Background: an optimization exercise with open tools, aiming at small area. Do not read the settings as production practice.
Only the layout flow was run in this run; the RTL was not checked for function there.
Power is estimated from default activity; no workload was simulated.

`flow/design.v`:
```
module physics_core (
   input wire           aclk,
   input wire           aresetn,
   input wire [15:0]    ip_pc_paddle_1_X,
   input wire [15:0]    ip_pc_paddle_1_Y,
   input wire [15:0]    ip_pc_paddle_1_Z,
   input wire           ip_pc_paddle_1_valid,
   input wire [15:0]    ip_pc_paddle_2_X,
   input wire [15:0]    ip_pc_paddle_2_Y,
   input wire [15:0]    ip_pc_paddle_2_Z,
   input wire           ip_pc_paddle_2_valid,
   input wire [15:0]    iBall_X,
   input wire [15:0]    iBall_Y,
   input wire [15:0]    iBall_Z,
   output wire [15:0]   pc_gr_ball_X_p1,
   output wire [15:0]   pc_gr_ball_Y_p1,
   output wire [15:0]   pc_gr_ball_Z_p1,
   output wire [15:0]   pc_gr_paddle_1_X_p1,
   output wire [15:0]   pc_gr_paddle_1_Y_p1,
   output wire [15:0]   pc_gr_paddle_1_Z_p1,
   output wire [15:0]   pc_gr_paddle_2_X_p1,
   output wire [15:0]   pc_gr_paddle_2_Y_p1,
   output wire [15:0]   pc_gr_paddle_2_Z_p1
);
localparam [1:0] S_IDLE = 2'd0, S_HIT1 = 2'd1, S_HIT2 = 2'd2, S_MOVE = 2'd3;
localparam [15:0] GRAVITY = 16'd10;
function [16:0] radd;
   input [15:0] a;
   input [15:0] b;
   input        ci;
   integer i;
   reg c;
   begin
      c = ci;
      for (i = 0; i < 16; i = i + 1) begin
         radd[i] = a[i] ^ b[i] ^ c;
         c = (a[i] & b[i]) | (a[i] & c) | (b[i] & c);
      end
      radd[16] = c;
   end
endfunction
reg [15:0] p1x, p1y, p1z, p2x, p2y, p2z;
reg [15:0] bx, by, bz;
reg [15:0] ux, uy, uz;
reg [1:0]  state;
wire idle    = (state == S_IDLE);
wire hit1_st = (state == S_HIT1);
wire [15:0] nax = ~(hit1_st ? ip_pc_paddle_1_X : bx);
wire [15:0] nay = ~(hit1_st ? ip_pc_paddle_1_Y : by);
wire [15:0] naz = ~(hit1_st ? ip_pc_paddle_1_Z : bz);
wire [16:0] e1x = radd(nax, p1x, 1'b0);
wire [16:0] e1y = radd(nay, p1y, 1'b0);
wire [16:0] e1z = radd(naz, p1z, 1'b0);
wire [16:0] e2x = radd(nax, p2x, 1'b0);
wire [16:0] e2y = radd(nay, p2y, 1'b0);
wire [16:0] d2z = radd(naz, p2z, 1'b1);
wire [15:0] d1x = ~e1x[15:0];
wire [15:0] d1y = ~e1y[15:0];
wire [15:0] d1z = ~e1z[15:0];
wire [15:0] d2x = ~e2x[15:0];
wire [15:0] d2y = ~e2y[15:0];
wire hit1 = !e1x[16] && (d1x >= 16'd1) && (d1x <= 16'd74) &&
            !e1y[16] && (d1y >= 16'd1) && (d1y <= 16'd49) &&
            !e1z[16] && (d1z == 16'd16);
wire hit2 = !e2x[16] && (d2x >= 16'd1) && (d2x <= 16'd74) &&
            !e2y[16] && (d2y >= 16'd1) && (d2y <= 16'd49) &&
             d2z[16] && (d2z[15:0] == 16'd16);
wire gx = !e1x[16] && (d1x != 16'd0);
wire gy = !e1y[16] && (d1y != 16'd0);
wire gz = !e1z[16] && (d1z != 16'd0);
wire [16:0] mx = radd(e1x[15:0], 16'd11, 1'b0);
wire [16:0] my = radd(e1y[15:0], 16'd11, 1'b0);
wire [16:0] mz = radd(e1z[15:0], 16'd11, 1'b0);
wire [16:0] nx = radd(nax, ux, 1'b0);
wire [16:0] ny = radd(nay, uy, 1'b0);
wire [16:0] nz = radd(naz, uz, 1'b0);
wire wall_x = (bx >= 16'd640);
wire wall_y = (by >= 16'd480) || (by == 16'd0);
wire [1:0] next_hit = hit1 ? S_HIT1 : hit2 ? S_HIT2 : S_IDLE;
always @(posedge aclk) begin
   if (!aresetn) begin
      p1x <= 16'd0; p1y <= 16'd0; p1z <= 16'd0;
      p2x <= 16'd0; p2y <= 16'd0; p2z <= 16'd0;
      bx  <= 16'd0; by  <= 16'd0; bz  <= 16'd0;
      state <= S_IDLE;
   end else begin
      case (state)
         S_IDLE: begin
            if (ip_pc_paddle_1_valid) begin
               p1x <= ip_pc_paddle_1_X;
               p1y <= ip_pc_paddle_1_Y;
               p1z <= ip_pc_paddle_1_Z;
            end
            if (ip_pc_paddle_2_valid) begin
               p2x <= ip_pc_paddle_2_X;
               p2y <= ip_pc_paddle_2_Y;
               p2z <= ip_pc_paddle_2_Z;
            end
            bx <= iBall_X; by <= iBall_Y; bz <= iBall_Z;
            state <= next_hit;
         end
         S_HIT1: state <= S_MOVE;
         S_HIT2: state <= S_MOVE;
         S_MOVE: begin
            bx <= wall_x ? 16'd320 : ~nx[15:0];
            by <= (!wall_x && wall_y) ? 16'd240 : ~ny[15:0];
            bz <= ~nz[15:0];
            state <= next_hit;
         end
      endcase
   end
end
always @(posedge aclk) begin
   if (idle) begin
      ux <= GRAVITY; uy <= GRAVITY; uz <= GRAVITY;
   end else if (hit1_st) begin
      if (gx) ux <= mx[15:0];
      if (gy) uy <= my[15:0];
      if (gz) uz <= mz[15:0];
   end
end
assign pc_gr_ball_X_p1 = bx;
assign pc_gr_ball_Y_p1 = by;
assign pc_gr_ball_Z_p1 = bz;
assign pc_gr_paddle_1_X_p1 = p1x;
assign pc_gr_paddle_1_Y_p1 = p1y;
assign pc_gr_paddle_1_Z_p1 = p1z;
assign pc_gr_paddle_2_X_p1 = p2x;
assign pc_gr_paddle_2_Y_p1 = p2y;
assign pc_gr_paddle_2_Z_p1 = p2z;
endmodule
```
`flow/flow/run.sh`:
```
#!/bin/bash
# Own layout flow: ORFS as the standard.sh runs it, with three changes to
# how the layout is made:
#  - synthesis maps logic with an area-oriented ABC script (flow/abc_area.script)
#    instead of ORFS's delay-oriented one; the rest of synthesis is unchanged,
#    so the registers, their names and cells are the standard synthesis's;
#  - the port buffers are the smallest buffer cell;
#  - the clock tree uses small clock buffers.
# Each tool's full output goes to the ORFS logs under orfs/logs and to
# make_*.log here.
set -euo pipefail
here=$(pwd)
rm -rf "$here/scripts_mod"
cp -r "$FLOW_HOME/scripts" "$here/scripts_mod"
cp "$here/flow/abc_area.script" "$here/scripts_mod/abc_speed.script"
source "$here/flow/knobs.sh"
bash standard.sh SCRIPTS_DIR="$here/scripts_mod" "${KNOBS[@]}" finish > make_finish.log 2>&1
```
`flow/flow/abc_area.script`:
```
strash
dc2
dch
amap
topo
```
`flow/flow/knobs.sh`:
```
KNOBS=(
  "BUFFER_PORTS_ARGS=-buffer_cell sky130_fd_sc_hd__buf_1"
  "CTS_BUF_LIST=sky130_fd_sc_hd__clkbuf_8"
  "CORE_UTILIZATION=60"
)
```
`flow/standard.sh`:
```
#!/bin/bash
# synth_recipe.tcl (not shown) runs the flow's synth.tcl, then flattens the netlist and writes it again
# the make line also repeats each setting of config.mk as NAME=value (left out here)
make -C /OpenROAD-flow-scripts/flow DESIGN_CONFIG=/design/flow/config.mk WORK_HOME=/design/flow/orfs CLKGATE_MAP_FILE= SYNTH_SCRIPT=/design/flow/synth_recipe.tcl "${@:-finish}"
```
`flow/config.mk`:
```
export PLATFORM = sky130hd
export DESIGN_NAME = physics_core
export DESIGN_NICKNAME = physics_core
export VERILOG_FILES = /design/flow/design.v
export SDC_FILE = /design/flow/constraint.sdc
export NUM_CORES = 4
export LEC_CHECK = 0
export CAP_MARGIN = 20
export CORE_MARGIN = 2
export CORE_UTILIZATION = 40
export SLEW_MARGIN = 20
```
`flow/constraint.sdc`:
```
create_clock -name core_clock -period 10.0 [get_ports {aclk}]
set_input_delay 2.0000 -clock core_clock [delete_from_list [all_inputs] [get_ports {aclk}]]
set_output_delay 2.0000 -clock core_clock [all_outputs]
set_load 0.01 [all_outputs]
```
==> results.txt <==
kinds of logic after synthesis:
logic type	synth area share
compound gates	0.210
xor+xnor	0.00233
fa+ha+maj	0.296
buf+inv	0.0467
flops	0.345
simple gates	0.100
layer usage:
| metal | GRT usage | part of all wire |
|---|---|---|
| met2 | 0.563 | 0.46 |
| met1 | 0.495 | 0.43 |
| met3 | 0.0764 | 0.086 |
| met4 | 0.105 | 0.027 |
| met5 | 0 | 0 |
repair_timing:
| item | in CTS | in global routing |
|---|---|---|
| hold buffers | 0 | 0 |
| gates resized for setup | 0 | 4 |
| setup endpoints to repair | 0 | 1 |
worst max path at each step:
stage / start / end / slack (ns) / depth (start not counted)
6_report: ip_pc_paddle_1_Z[0] / uz[7] / 0.33 / 30
5_1_grt: ip_pc_paddle_1_Z[0] / state[1] / 0.006 / 29
4_1_cts: ip_pc_paddle_1_Z[0] / state[1] / 0.23 / 29
3_5_place_dp: ip_pc_paddle_1_Z[0] / state[1] / -0.20 / 29
3_3_place_gp: ip_pc_paddle_1_Z[0] / state[1] / 0.002 / 29
2_1_floorplan: ip_pc_paddle_1_Z[0] / uz[1] / 0.01 / 27
metrics by stage:
step           hold slack [ns]  utilization  power, mW  cell area (um2)
6_report                 0.479        0.716       1.85            13300
5_1_grt                  0.499        0.716       1.94            13300
4_1_cts                  0.484        0.715       1.84            13300
3_5_place_dp             0.467        0.695       1.34            12900
3_3_place_gp             0.459        0.693       1.33            12900
2_1_floorplan            0.447            -       1.15            11300
worst reg2reg max path: cells and delay by family, from the launching register on:
kind	cells	cell delay, ns
AND/OR/NAND/NOR	6	1.11
buffers and inverters	4	0.72
AO/OA/AOI/OAI	3	0.64
flip-flops	1	0.39
adder cells (fa/ha/maj)	17	6.42
state kept, by name, indices dropped and copies added, names as in the netlist:
register,flops
bx,16
by,16
bz,16
p1x,16
p1y,16
p1z,16
p2x,16
p2y,16
p2z,16
ux,16
uy,16
uz,16
state,2
report_power, final:
part	switching, mW	internal (mW)
combinational	0.277	0.207
sequential	0.0412	0.810
clock	0.303	0.208
cells in the final DEF, fill, tap and decap left out, types with 2 or more instances in the layout:
master,synthesis,layout
sky130_fd_sc_hd__inv_1,0,2
sky130_fd_sc_hd__clkinv_1,140,138
sky130_fd_sc_hd__o22a_1,2,2
sky130_fd_sc_hd__nor2b_1,7,7
sky130_fd_sc_hd__ha_1,60,57
sky130_fd_sc_hd__nor4_1,5,5
sky130_fd_sc_hd__nand3_1,16,16
sky130_fd_sc_hd__a31oi_1,8,8
sky130_fd_sc_hd__nand4_1,10,10
sky130_fd_sc_hd__nand4b_1,4,4
sky130_fd_sc_hd__clkinvlp_4,0,4
sky130_fd_sc_hd__nand2_1,35,33
sky130_fd_sc_hd__nor3_2,0,2
sky130_fd_sc_hd__inv_8,0,2
sky130_fd_sc_hd__o211a_1,2,2
sky130_fd_sc_hd__a311oi_1,10,10
sky130_fd_sc_hd__o221a_1,93,93
sky130_fd_sc_hd__a21oi_1,75,75
sky130_fd_sc_hd__or4_1,9,8
sky130_fd_sc_hd__nor2_1,125,125
sky130_fd_sc_hd__xnor2_1,3,3
sky130_fd_sc_hd__fa_1,129,128
sky130_fd_sc_hd__clkinv_2,0,2
sky130_fd_sc_hd__dfxtp_1,194,194
sky130_fd_sc_hd__o21ai_0,46,46
sky130_fd_sc_hd__inv_6,0,3
sky130_fd_sc_hd__nand2_2,0,2
sky130_fd_sc_hd__a211oi_1,25,25
sky130_fd_sc_hd__and2_0,2,2
sky130_fd_sc_hd__buf_1,0,290
sky130_fd_sc_hd__nand2b_1,2,2
sky130_fd_sc_hd__buf_4,0,25
sky130_fd_sc_hd__nor3_1,32,30
sky130_fd_sc_hd__clkbuf_8,0,18
sky130_fd_sc_hd__ha_2,0,3
sky130_fd_sc_hd__o22ai_1,48,47
final cells by class:
class                           count  area (um2)  area share
Clock inverter                     14         130     0.00978
Multi-Input combinational cell    757        6890       0.518
Tap cell                          234         293      0.0220
Antenna cell                        1        2.50    0.000188
Inverter                          140         527      0.0396
Timing Repair Buffer              318        1330       0.100
Sequential cell                   194        3880       0.292
Clock buffer                       18         248      0.0186
==> results.txt <==
TIMING
----------------------------------------------------------------------------------------------------
Maximum achievable frequency                                                                 103 MHz
Final Worst Setup Slack                                                                     0.332 ns
Max Clock Skew                                                                             0.0171 ns
Final count of negative-setup-slack endpoints                                                      0
Count of final max-slew check failures                                                             0
Shortest period the worst path allows                                                        9.67 ns
Transition time at the pin with the least slew margin                                        1.10 ns
Post-route fraction of the period consumed by the critical path                                0.967
Fin. Hold Viols                                                                                    0
Final-layout setup total negative slack                                                         0 ns
Unrepaired setup endpoints after global routing                                                false
Worst slew margin relative to its limit                                                        0.264

DETAILED ROUTING
----------------------------------------------------------------------------------------------------
Routed Antenna Nets                                                                                0
DRC violation count after routing                                                                  0
Drt first pass iters                                                                               5
DR vias/cell                                                                                    6.09
Total via count in the routed design                                                           10200
Starting DRT DRC Count                                                                           752
Post-detailed-route wirelength per cell                                                      20.7 um
WL final                                                                                    34700 um

SETUP PATH
----------------------------------------------------------------------------------------------------
Worst Reg2Reg Path Length in Cells                                                                30
Critical path peak fanout                                                                         16
Reg2reg start                                                                               state[0]
Gate family responsible for the most delay along the worst path                          adder cells
R2r setup slk                                                                                0.61 ns
Critical R2R Capture                                                                        state[1]
CP peak stage delay                                                                          0.55 ns
Cell type of the slowest stage on the worst timing path                                 sky130_fd_sc_hd__or4_1
Endpoint arrival time on the critical path                                                  10.05 ns
Buffer and inverter count on the worst path                                                        7
Most used cell along the critical path                                                  sky130_fd_sc_hd__fa_1
CP startpoint kind                                                                         input pin
Endpoint required time on the critical path                                                 10.39 ns
Sort of element at the end of the critical path                                                 flop
Kind of critical path                                                                      in -> reg

CELLS AND AREA
----------------------------------------------------------------------------------------------------
Net total in the final layout                                                                   1765
Post-route non-filler standard cell count                                                       1676
Number of fill cells                                                                            1504
Share of post-route cells with drive strength above 1                                         0.0486
Syn-to-layout area delta                                                                       18.1%

PLACED DESIGN
----------------------------------------------------------------------------------------------------
Count of input and output buffers                                                                291
Final estimated routing congestion in global placement                                         0.920
Placed cell count                                                                               1643
Post-Place Worst Slack                                                                     -0.204 ns
Half-perimeter wire length after detailed placement                                         25600 um

HOLD PATH
----------------------------------------------------------------------------------------------------
Min-delay worst type                                                                      reg -> reg
Worst Hold Path EP                                                                             uy[8]
Cell depth of the worst min-delay path                                                             2
Worst min-delay path startpoint                                                                uy[8]

YOSYS
----------------------------------------------------------------------------------------------------
Fraction of synthesized cell area taken by the top area cell type                              0.345
Number of enable flip-flop cells after synthesis                                                   0
Number of library cell types mapped by synthesis                                                  34
Post-Syn Area                                                                             0.0113 mm2
Total nets after synthesis                                                                      1428
Synthesized area divided by synthesized cell count                                          10.3 um2
Count of warnings emitted by yosys                                                                 1
Area leader, netlist                                                                    sky130_fd_sc_hd__dfxtp_1
Synth Flop Type                                                                         sky130_fd_sc_hd__dfxtp_1
Sequential fraction of the synthesis area                                                      0.345
FFs w/ async S/R, synth                                                                            0
Most common cell in the synthesized netlist                                             sky130_fd_sc_hd__dfxtp_1
Cells after Synth                                                                               1091
Ranking of synthesized cells by instance count                                          sky130_fd_sc_hd__dfxtp_1, sky130_fd_sc_hd__clkinv_1, sky130_fd_sc_hd__fa_1
Top cells by area, synth                                                                sky130_fd_sc_hd__dfxtp_1, sky130_fd_sc_hd__fa_1, sky130_fd_sc_hd__o221a_1
Flops & latches, synth                                                                           194

POWER AND IR DROP
----------------------------------------------------------------------------------------------------
Worst vdd rail ir drop                                                                   0.0000941 V
Leakage power                                                                                4.83 nW
Cell area power density                                                                   139 mW/mm2

GRT
----------------------------------------------------------------------------------------------------
Wire length of the first global-routing pass                                                54400 um
Grt total ovfl                                                                                     0
Largest net degree at the start of global routing                                                 78
Number of global-route vias before repair                                                       9914
Antenna violations before repair                                                                   1
Global-route total usage across every layer                                                    0.355

FLOORPLAN
----------------------------------------------------------------------------------------------------
Die X                                                                                         141 um
Initial standard-cell utilization of the core                                                  0.606
Std cell rows                                                                                     50
Top-Level Pins                                                                                   292
Area of the core region                                                                   0.0186 mm2
Die Y-Extent                                                                                  141 um
Die area                                                                                  0.0199 mm2

CTS
----------------------------------------------------------------------------------------------------
Worst skew pair latency                                                                      0.48 ns
CTS H-tree lvls                                                                                    4
Number of setup buffers added after CTS                                                            0
Clock tree from TritonCTS                                                                        yes
Clk buf depth                                                                                      2
TritonCTS sink count                                                                             194
Root buffer cell                                                                        sky130_fd_sc_hd__clkbuf_8
Number of CTS-inserted buffers                                                                    17
Clock-pin slew reported for the worst setup and hold paths after clock tree synthesis        0.10 ns

RUN
----------------------------------------------------------------------------------------------------
Max-cap violation count                                                                            0

RUN STATUS
----------------------------------------------------------------------------------------------------
Status                                                                                  complete, no violations

-- separate check: timing with driven ports --
No port has a modelled driver above. Below, the same layout with a new extraction and two added sets of constraints. Step 1 sets driving cells, clkbuf_16 on the clock port and buf_2 on the other inputs (assumed; they add their load-dependent delay and slew). Step 2 moves the port delays by t, midway between the first and last clock arrival at a register: inputs arrive t later, outputs are due t later. That takes back most of the time a late clock gives input paths. a / b / c = ideal ports / drivers / drivers and shift; a / b = the first two.
t, ns: 0.518
setup slack, ns: 0.332 / 0.353 / -0.165
pins driven straight from the clock port: 1
With both steps, setup timing fails in this run, where it was met with ideal ports. The setup slack of this run moves by +0.021 ns with the drivers and by -0.497 ns with both steps.
